This design comes from an exercise in tuning for a short achievable clock period and few clock cycles on the open sky130 flow, not from production work. Only simulation tests tie the RTL to the original design; equivalence was not proved. No driver is modelled on the clock port, so clock power and skew are understated where the tree is cut down; a real chip needs a root buffer or a tree. No activity file was given, so power comes from the tool's default toggle rates.

## mover
module mover(
    input MOVE_START,
    input[7:0] MOVE_NUM,
    input[31:0] SOURCE_ADDR,
    input[31:0] DEST_ADDR,
    output MOVE_DONE,
    output reg RD_START,
    output reg [31:0] RD_ADDR,
    input[127:0] RD_DATA,
    input RD_DONE,
    output reg WR_START,
    output reg [31:0] WR_ADDR,
    output reg [127:0] WR_DATA,
    input WR_DONE,
    input ACLK,
    input ARESETN
);
    localparam integer CAP = 4;
    localparam integer N   = CAP;
    reg [127:0] mem [0:N-1];
    reg [N-1:0] wsel;           
    reg [N-1:0] rsel;           
    reg [2:0]   cnt;            
    reg         nonempty;       
    reg [2:0]   occ;            
    reg         occ_lt_cap;     
    reg [7:0]   rd_left;        
    reg         rd_left_nz;     
    reg         rd_ok;          
    reg         rd_busy;        
    reg         wr_busy;        
    reg [7:0]   wr_left;        
    reg         wr_last;        
  ...
Size in the first run: roughly 2000 cells after synthesis, about 400 I/O pins, ~30000 sq um of cells after synthesis.
Settings: LEC_CHECK=0, CAP_MARGIN=20, CORE_AREA=6 6 234 234, DIE_AREA=0 0 240 240, SLEW_MARGIN=20; clock period 5.0 ns.
run.sh (not shown) runs the stock make flow with config.mk's settings and CLKGATE_MAP_FILE= SYNTH_SCRIPT=/design/flow/synth_recipe.tcl, a recipe that flattens the netlist after the stock synthesis.
Testbench counts at the start, summed over its fixed seeds: cycles 78,189.
Rerun with:
- SETUP_SLACK_MARGIN: unset -> 3.3
Effect: Final area goes up by about 7%; synthesized area does not change; sequential cell count stays the same; worst hold slack got worse by 93 ps; power goes up by about 4%; global-route usage goes up by 2.3 points.

* * *

Setup of v32:
The RTL this note starts from:
==> flow/design.v <==
module mover(
    input MOVE_START,
    input[7:0] MOVE_NUM,
    input[31:0] SOURCE_ADDR,
    input[31:0] DEST_ADDR,
    output MOVE_DONE,
    output reg RD_START,
    output reg [31:0] RD_ADDR,
    input[127:0] RD_DATA,
    input RD_DONE,
    output reg WR_START,
    output reg [31:0] WR_ADDR,
    output reg [127:0] WR_DATA,
    input WR_DONE,
    input ACLK,
    input ARESETN
);
    localparam integer CAP = 4;
    reg [127:0]   mem [0:CAP-1];
    reg [CAP-1:0] wsel;         
    reg [CAP-1:0] rsel;         
    reg [CAP-1:0] cnt;          
    reg [CAP-1:0] occ;          
    reg [7:0]     rd_left;      
    reg           rd_lz;        
    reg           rd_hz;        
    reg           rd_first;     
    reg           rd_ok;        
    reg           rd_busy;      
    reg           wr_busy;      
    reg [7:0]     wr_left;      
    reg           wr_lz;        
    reg           wr_hz;        
    reg           wr_done_d;    
    reg           rd_req_n;     
    reg           wr_req_n;     
    reg           done_r;
    reg [31:0]    rd_addr_q;    
    reg [31:0]    wr_addr_q;    
    reg           rd_req_d;     
    reg           wr_req_d;     
    reg           rd_cy;        
    reg           wr_cy;
    assign MOVE_DONE = done_r;
    wire rd_req = ~rd_req_n;
    wire wr_req = ~wr_req_n;
    reg [127:0] head;
    integer i;
    always @(*) begin
        head = 128'd0;
        for (i = 0; i < CAP; i = i + 1)
            head = head | (mem[i] & {128{rsel[i]}});
    end
    wire nonempty = cnt[0];
    wire full     = cnt[CAP-1];
    wire wr_free  = ~wr_busy | WR_DONE;
    wire rd_go    = MOVE_START | (rd_ok & (~rd_busy | RD_DONE));
    wire wr_go    = wr_free & (nonempty | RD_DONE);
    wire cnt_up   = RD_DONE & ~wr_free;
    wire cnt_dn   = ~RD_DONE & wr_free & nonempty;
    wire occ_room = (rd_req & ~wr_req) ? ~occ[CAP-2] :
                    (wr_req & ~rd_req) ? 1'b1 : ~occ[CAP-1];
    wire [3:0] rd_lo_m1 = rd_left[3:0] - 4'd1;
    wire [3:0] rd_hi_m1 = rd_left[7:4] - 4'd1;
    wire [3:0] wr_lo_m1 = wr_left[3:0] - 4'd1;
    wire [3:0] wr_hi_m1 = wr_left[7:4] - 4'd1;
    wire rd_more  = rd_req ? (~rd_hz | (rd_left[3:1] != 3'd0)) : ~(rd_hz & rd_lz);
    wire wr_last  = wr_hz & (wr_left[3:0] == 4'd1);
    reg [31:0] rd_addr_nx, wr_addr_nx;
    always @(*) begin
        rd_addr_nx = rd_addr_q;
        if (MOVE_START)
            rd_addr_nx = SOURCE_ADDR;
        else if (rd_req)
            rd_addr_nx[17:4] = rd_addr_q[17:4] + 14'd1;
        else if (rd_req_d)
            rd_addr_nx[31:18] = rd_addr_q[31:18] + {13'd0, rd_cy};
        wr_addr_nx = wr_addr_q;
        if (rd_first)
            wr_addr_nx = DEST_ADDR;
        else if (wr_req)
            wr_addr_nx[17:4] = wr_addr_q[17:4] + 14'd1;
        else if (wr_req_d)
            wr_addr_nx[31:18] = wr_addr_q[31:18] + {13'd0, wr_cy};
    end
    always @(posedge ACLK) begin
        for (i = 0; i < CAP; i = i + 1)
            if (wsel[i] & ~full) mem[i] <= RD_DATA;
        WR_DATA <= nonempty ? head : RD_DATA;
    end
    always @(posedge ACLK or negedge ARESETN) begin
        if (!ARESETN) begin
            RD_START  <= 1'b0;
            WR_START  <= 1'b0;
            rd_req_n  <= 1'b1;
            wr_req_n  <= 1'b1;
            done_r    <= 1'b0;
            wsel      <= {{(CAP-1){1'b0}}, 1'b1};
            rsel      <= {{(CAP-1){1'b0}}, 1'b1};
            cnt       <= {CAP{1'b0}};
            occ       <= {CAP{1'b0}};
            rd_left   <= 8'd0;
            rd_lz     <= 1'b1;
            rd_hz     <= 1'b1;
            rd_first  <= 1'b0;
            rd_ok     <= 1'b0;
            rd_busy   <= 1'b0;
            wr_busy   <= 1'b0;
            wr_left   <= 8'd0;
            wr_lz     <= 1'b1;
            wr_hz     <= 1'b1;
            wr_done_d <= 1'b0;
            rd_addr_q <= 32'd0;
            wr_addr_q <= 32'd0;
        end else begin
            RD_START  <= rd_go;
            WR_START  <= wr_go;
            rd_req_n  <= ~rd_go;
            wr_req_n  <= ~wr_go;
            done_r    <= WR_DONE & wr_last;
            rd_busy   <= rd_go | (rd_busy & ~RD_DONE);
            wr_busy   <= wr_go | (wr_busy & ~WR_DONE);
            if (rd_req & ~wr_req)
                occ <= {occ[CAP-2:0], 1'b1};
            else if (wr_req & ~rd_req)
                occ <= {1'b0, occ[CAP-1:1]};
            if (cnt_up)
                cnt <= {cnt[CAP-2:0], 1'b1};
            else if (cnt_dn)
                cnt <= {1'b0, cnt[CAP-1:1]};
            if (RD_DONE) wsel <= {wsel[CAP-2:0], wsel[CAP-1]};
            if (wr_go)   rsel <= {rsel[CAP-2:0], rsel[CAP-1]};
            rd_first  <= MOVE_START;
            if (MOVE_START) begin
                rd_left <= MOVE_NUM;
                rd_lz   <= (MOVE_NUM[3:0] == 4'd0);
                rd_hz   <= (MOVE_NUM[7:4] == 4'd0);
            end else if (rd_req) begin
                rd_left[3:0] <= rd_lo_m1;
                rd_lz        <= (rd_left[3:0] == 4'd1);
                if (rd_lz) begin
                    rd_left[7:4] <= rd_hi_m1;
                    rd_hz        <= (rd_left[7:4] == 4'd1);
                end
            end
            rd_ok     <= rd_more & (occ_room | wr_go);
            wr_done_d <= WR_DONE;
            if (rd_first) begin
                wr_left <= MOVE_NUM;
                wr_lz   <= (MOVE_NUM[3:0] == 4'd0);
                wr_hz   <= (MOVE_NUM[7:4] == 4'd0);
            end else if (wr_done_d) begin
                wr_left[3:0] <= wr_lo_m1;
                wr_lz        <= (wr_left[3:0] == 4'd1);
                if (wr_lz) begin
                    wr_left[7:4] <= wr_hi_m1;
                    wr_hz        <= (wr_left[7:4] == 4'd1);
                end
            end
            rd_addr_q <= rd_addr_nx;
            wr_addr_q <= wr_addr_nx;
        end
    end
    always @(posedge ACLK) begin
        rd_req_d <= rd_req;
        wr_req_d <= wr_req;
        if (rd_req) rd_cy <= &rd_addr_q[17:4];
        if (wr_req) wr_cy <= &wr_addr_q[17:4];
        RD_ADDR  <= rd_addr_nx;
        WR_ADDR  <= wr_addr_nx;
    end
endmodule
clock: 5.0 ns
lec_check: 0
cap_margin: 20
core_area: 6 6 224 224
die_area: 0 0 230 230
setup_slack_margin: 3.3
slew_margin: 20
standard.sh (not shown) runs the stock make flow with config.mk's settings and CLKGATE_MAP_FILE= SYNTH_SCRIPT=/design/flow/synth_recipe.tcl, a recipe that flattens the netlist after the stock synthesis.
==> flow/flow/run.sh <==
#!/bin/bash
# Layout: the standard flow (standard.sh), except at CTS: ORFS's CTS step
# sources flow/clocktree.tcl before its own clock_tree_synthesis call
# (PRE_CTS_TCL). That script moves each output port's buffer and register
# next to the port (flow/iomove.tcl), then builds the clock tree in place of
# TritonCTS.
set -euo pipefail
export PRE_CTS_TCL="$PWD/flow/clocktree.tcl"
bash standard.sh finish > standard.log 2>&1
==> flow/flow/clocktree.tcl <==
# Clock tree for this design, built here in place of TritonCTS: the clock
# port drives a few inverters, each of which drives a group of leaf
# inverters, each of which drives the clock pins of a group of nearby
# registers. Two inverting levels, so the registers see the clock's own
# polarity; groups are made by recursive bisection of the register
# positions, so every register sits behind the same two cells.
if {![info exists ::ctree_l1]} { set ::ctree_l1 4 }
if {![info exists ::ctree_l2]} { set ::ctree_l2 32 }
if {![info exists ::ctree_l1_cell]} { set ::ctree_l1_cell sky130_fd_sc_hd__clkinv_16 }
if {![info exists ::ctree_l2_cell]} { set ::ctree_l2_cell sky130_fd_sc_hd__clkinv_8 }

proc ctree_split {items n} {
  # items: list of {x y iterm}; returns n groups (n a power of two)
  if {$n <= 1} { return [list $items] }
  set xs {}; set ys {}
  foreach it $items { lappend xs [lindex $it 0]; lappend ys [lindex $it 1] }
  set xs [lsort -integer $xs]; set ys [lsort -integer $ys]
  set dx [expr {[lindex $xs end] - [lindex $xs 0]}]
  set dy [expr {[lindex $ys end] - [lindex $ys 0]}]
  set k [expr {$dx >= $dy ? 0 : 1}]
  set sorted [lsort -integer -index $k $items]
  set h [expr {[llength $sorted] / 2}]
  set a [lrange $sorted 0 [expr {$h - 1}]]
  set b [lrange $sorted $h end]
  return [concat [ctree_split $a [expr {$n / 2}]] [ctree_split $b [expr {$n / 2}]]]
}

proc ctree_center {items} {
  set sx 0; set sy 0
  foreach it $items { set sx [expr {$sx + [lindex $it 0]}]; set sy [expr {$sy + [lindex $it 1]}] }
  set n [llength $items]
  return [list [expr {$sx / $n}] [expr {$sy / $n}]]
}

proc ctree_place {inst xy} {
  set m [$inst getMaster]
  set x [expr {[lindex $xy 0] - [$m getWidth] / 2}]
  set y [expr {[lindex $xy 1] - [$m getHeight] / 2}]
  $inst setLocation $x $y
  $inst setPlacementStatus PLACED
}

proc ctree_build {} {
  set db [ord::get_db]
  set block [ord::get_db_block]
  set clk_port [$block findBTerm ACLK]
  set clk_net [$clk_port getNet]
  set items {}
  foreach it [$clk_net getITerms] {
    set bb [[$it getInst] getBBox]
    lappend items [list [expr {([$bb xMin] + [$bb xMax]) / 2}] [expr {([$bb yMin] + [$bb yMax]) / 2}] $it]
  }
  $clk_net setSigType CLOCK
  puts "ctree: [llength $items] clock pins, $::ctree_l1 x [expr {$::ctree_l2 / $::ctree_l1}] leaf groups"
  set m1 [$db findMaster $::ctree_l1_cell]
  set m2 [$db findMaster $::ctree_l2_cell]
  set per [expr {$::ctree_l2 / $::ctree_l1}]
  set top [ctree_split $items $::ctree_l1]
  set j 0
  foreach g1 $top {
    set i1 [odb::dbInst_create $block $m1 "ctree_l1_$j"]
    set n1 [odb::dbNet_create $block "ctree_n1_$j"]
    $n1 setSigType CLOCK
    [$i1 findITerm A] connect $clk_net
    [$i1 findITerm Y] connect $n1
    set leaves [ctree_split $g1 $per]
    set centers {}
    set i 0
    foreach g2 $leaves {
      set name "${j}_$i"
      set i2 [odb::dbInst_create $block $m2 "ctree_l2_$name"]
      set n2 [odb::dbNet_create $block "ctree_n2_$name"]
      $n2 setSigType CLOCK
      [$i2 findITerm A] connect $n1
      [$i2 findITerm Y] connect $n2
      foreach it $g2 {
        set t [lindex $it 2]
        $t disconnect
        $t connect $n2
      }
      set c [ctree_center $g2]
      ctree_place $i2 $c
      lappend centers [list [lindex $c 0] [lindex $c 1] {}]
      incr i
    }
    ctree_place $i1 [ctree_center $centers]
    incr j
  }
}

source [file join [file dirname $::env(PRE_CTS_TCL)] iomove.tcl]
ctree_build
# power pins of the new cells, as the floorplan's rules connect every cell's
global_connect
# the resizer must leave the tree as built
foreach inst [[ord::get_db_block] getInsts] {
  if {[string match ctree_* [$inst getName]]} { $inst setDoNotTouch 1 }
}
foreach net [[ord::get_db_block] getNets] {
  if {[string match ctree_* [$net getName]]} { $net setDoNotTouch 1 }
}
[[[ord::get_db_block] findBTerm ACLK] getNet] setDoNotTouch 1
set_propagated_clock [all_clocks]
# the tree above stands in for TritonCTS
proc clock_tree_synthesis {args} { puts "clock_tree_synthesis skipped: tree built by PRE_CTS_TCL" }
==> flow/flow/iomove.tcl <==
# Output ports: move each port's buffer to the port and the register that
# drives it next to the buffer, so the clock-to-output path has short wires.
proc io_center {bb} {
  return [list [expr {([$bb xMin] + [$bb xMax]) / 2}] [expr {([$bb yMin] + [$bb yMax]) / 2}]]
}
proc io_driver {net} {
  foreach it [$net getITerms] {
    if {[$it isOutputSignal]} { return [$it getInst] }
  }
  return ""
}
proc io_put {inst x y} {
  set m [$inst getMaster]
  set core [[ord::get_db_block] getCoreArea]
  set w [$m getWidth]; set h [$m getHeight]
  set x [expr {$x - $w / 2}]; set y [expr {$y - $h / 2}]
  set x [expr {max([$core xMin], min([$core xMax] - $w, $x))}]
  set y [expr {max([$core yMin], min([$core yMax] - $h, $y))}]
  $inst setLocation $x $y
  $inst setPlacementStatus PLACED
}
proc io_move_outputs {} {
  set block [ord::get_db_block]
  set core [$block getCoreArea]
  set moved 0
  foreach bt [$block getBTerms] {
    if {[$bt getIoType] != "OUTPUT"} { continue }
    set buf [io_driver [$bt getNet]]
    if {$buf eq ""} { continue }
    set in [$buf findITerm A]
    if {$in eq "NULL" || [$in getNet] eq "NULL"} { continue }
    set reg [io_driver [$in getNet]]
    if {$reg eq "" || ![[$reg getMaster] isSequential]} { continue }
    lassign [io_center [$bt getBBox]] px py
    # inward direction from the nearest die edge
    set dx 0; set dy 0
    if {$px <= [$core xMin]} { set dx 1 } elseif {$px >= [$core xMax]} { set dx -1 } elseif {$py <= [$core yMin]} { set dy 1 } else { set dy -1 }
    set step 4000
    io_put $buf [expr {$px + $dx * $step}] [expr {$py + $dy * $step}]
    io_put $reg [expr {$px + $dx * 3 * $step}] [expr {$py + $dy * 3 * $step}]
    incr moved
  }
  puts "iomove: moved $moved output buffers and registers"
}
io_move_outputs
Testbench counts of v32, summed over its fixed seeds: cycles 78,189.
Relative to v32, the following input files were edited for v1:
- DIE_AREA: 0 0 230 230 -> 0 0 260 260
- CORE_AREA: 6 6 224 224 -> 6 6 254 254
==> flow/flow/run.sh <==
#!/bin/bash
# Layout: the standard flow (standard.sh), except that the clock tree is
# built by flow/clocktree.tcl, which ORFS's CTS step sources before its own
# clock_tree_synthesis call (PRE_CTS_TCL) and which stands in for it.
set -euo pipefail
export PRE_CTS_TCL="$PWD/flow/clocktree.tcl"
bash standard.sh finish > standard.log 2>&1
diff --git a/flow/flow/clocktree.tcl b/flow/flow/clocktree.tcl
--- a/flow/flow/clocktree.tcl
+++ b/flow/flow/clocktree.tcl
@@ -89,5 +89,4 @@
 }
 
-source [file join [file dirname $::env(PRE_CTS_TCL)] iomove.tcl]
 ctree_build
 # power pins of the new cells, as the floorplan's rules connect every cell's
removed: flow/flow/iomove.tcl
- Final instance area: v1 vs v32 down about 0.5%
- Die area in v1 vs v32: up about 28%
- v1 vs. v32: power per standard cell area saw a decrease; layout-stage area growth over the synthesis result saw a decrease; fraction of standard cell area that is sequential saw an increase.
- The critical path data required time of v1 and that of v32 are within noise of each other.
- Diff v32 -> v1: clock power shows no meaningful change; fraction of power consumed by the clock network shows an increase of 0.3 points.
- Looking at via count of the first global-routing pass, v1 sits below v32.
- Maximum frequency (lower): v1
diff inputs: v1 => v17
==> flow/flow/run.sh <==
#!/bin/bash
# Layout: the standard flow (standard.sh), except at CTS: ORFS's CTS step
# sources flow/clocktree.tcl before its own clock_tree_synthesis call
# (PRE_CTS_TCL). That script moves each output port's buffer and register
# next to the port (flow/iomove.tcl), then builds the clock tree in place of
# TritonCTS.
set -euo pipefail
export PRE_CTS_TCL="$PWD/flow/clocktree.tcl"
bash standard.sh finish > standard.log 2>&1
diff --git a/flow/flow/clocktree.tcl b/flow/flow/clocktree.tcl
--- a/flow/flow/clocktree.tcl
+++ b/flow/flow/clocktree.tcl
@@ -89,4 +89,5 @@
 }
 
+source [file join [file dirname $::env(PRE_CTS_TCL)] iomove.tcl]
 ctree_build
 # power pins of the new cells, as the floorplan's rules connect every cell's
==> flow/flow/iomove.tcl (new file) <==
# Output ports: move each port's buffer to the port and the register that
# drives it next to the buffer, so the clock-to-output path has short wires.
proc io_center {bb} {
  return [list [expr {([$bb xMin] + [$bb xMax]) / 2}] [expr {([$bb yMin] + [$bb yMax]) / 2}]]
}
proc io_driver {net} {
  foreach it [$net getITerms] {
    if {[$it isOutputSignal]} { return [$it getInst] }
  }
  return ""
}
proc io_put {inst x y} {
  set m [$inst getMaster]
  set core [[ord::get_db_block] getCoreArea]
  set w [$m getWidth]; set h [$m getHeight]
  set x [expr {$x - $w / 2}]; set y [expr {$y - $h / 2}]
  set x [expr {max([$core xMin], min([$core xMax] - $w, $x))}]
  set y [expr {max([$core yMin], min([$core yMax] - $h, $y))}]
  $inst setLocation $x $y
  $inst setPlacementStatus PLACED
}
proc io_move_outputs {} {
  set block [ord::get_db_block]
  set core [$block getCoreArea]
  set moved 0
  foreach bt [$block getBTerms] {
    if {[$bt getIoType] != "OUTPUT"} { continue }
    set buf [io_driver [$bt getNet]]
    if {$buf eq ""} { continue }
    set in [$buf findITerm A]
    if {$in eq "NULL" || [$in getNet] eq "NULL"} { continue }
    set reg [io_driver [$in getNet]]
    if {$reg eq "" || ![[$reg getMaster] isSequential]} { continue }
    lassign [io_center [$bt getBBox]] px py
    # inward direction from the nearest die edge
    set dx 0; set dy 0
    if {$px <= [$core xMin]} { set dx 1 } elseif {$px >= [$core xMax]} { set dx -1 } elseif {$py <= [$core yMin]} { set dy 1 } else { set dy -1 }
    set step 4000
    io_put $buf [expr {$px + $dx * $step}] [expr {$py + $dy * $step}]
    io_put $reg [expr {$px + $dx * 3 * $step}] [expr {$py + $dy * 3 * $step}]
    incr moved
  }
  puts "iomove: moved $moved output buffers and registers"
}
io_move_outputs
Findings:
The final worst-path setup slack of v17 exceeds that of v1 by 37 ps.
Final critical delay including setup and external delays for v17 is lower than for v1.
Routed wire length in v17 is about 5% above v1.
Compared with v1, in v17 horizontal die dimension shows no meaningful change; number of fill cells in the layout shows a reduction of 171; largest incremental delay on the critical path shows a reduction of 30 ps.
Max power across v17 and v1: v17
Against v1, v17 comes in 31 ps higher on transition at the pin with the smallest max-transition slack.
Of v17 and v1, the run reporting the higher number of antenna violations at the first check in global routing was v17.
Relative to v17, the following input files were edited for v31:
- DIE_AREA now 0 0 250 250, was 0 0 260 260
- CORE_AREA now 6 6 244 244, was 6 6 254 254
No stage failed in v31, and the final checks on the layout all came back clean.
v31 and v17 ended up with roughly the same share of the cycle needed by the critical path after routing.
Setup slack: v31 less than v17
Between v17 and v31, the difference in net switching share of the total power is negligible.
Sort v17 and v31 by wire length reported by the detailed router desc -> top: v31
Total power: v31 below v17
In the reports for v17 and v31, the smaller effective utilization at floorplan belongs to v17.
v31: global routing met2 resource utilization is 2.5 points higher than what v17 reported.
Of v31 and v17, it is v31 that has the lower sequential share of layout area.
For v31, the capture point of the critical path was WR_START, unlike v17, where it was MOVE_DONE.
In v31 relative to v17, number of filler cells placed in the layout had gone down by more than 10%.
No run of this note takes its clock network from TritonCTS; it comes from the design's own scripts or RTL.

## static timing again, ports no longer ideal
The flow's constraints put no driver on any port. The routed layouts listed below were extracted and timed again, unchanged, in two steps. Step 1, drivers: a clkbuf_16 drives ACLK and a buf_2 each remaining input, both assumed. Step 2 also shifts input and output timing later by t, the mid clock arrival at the registers, as if the neighbouring blocks saw the same clock. a / b / c = no drivers / after step 1 / after step 2; a / b = the first two.
| run | t, ns | setup slack, ns | worst data-port slew with drivers (ns) |
|---|---|---|---|
| the first run of note 1 | 0.675 | 1.590 / 1.589 / 0.913 | 0.11 |
| the second run of note 1 | 0.669 | 2.814 / 2.754 / 2.329 | 0.14 |
| v32 | 0.508 | 3.210 / 2.952 / 2.933 | 0.11 |
| v1 | 0.502 | 3.186 / 2.934 / 3.025 | 0.13 |
| v17 | 0.522 | 3.222 / 2.953 / 2.911 | 0.12 |
| v31 | 0.510 | 3.217 / 2.963 / 2.960 | 0.13 |
After both steps every run listed still meets setup and hold. For the first run of note 1, which loses most, drivers alone change the setup slack by -0.001 ns; drivers and shift together by -0.677 ns.
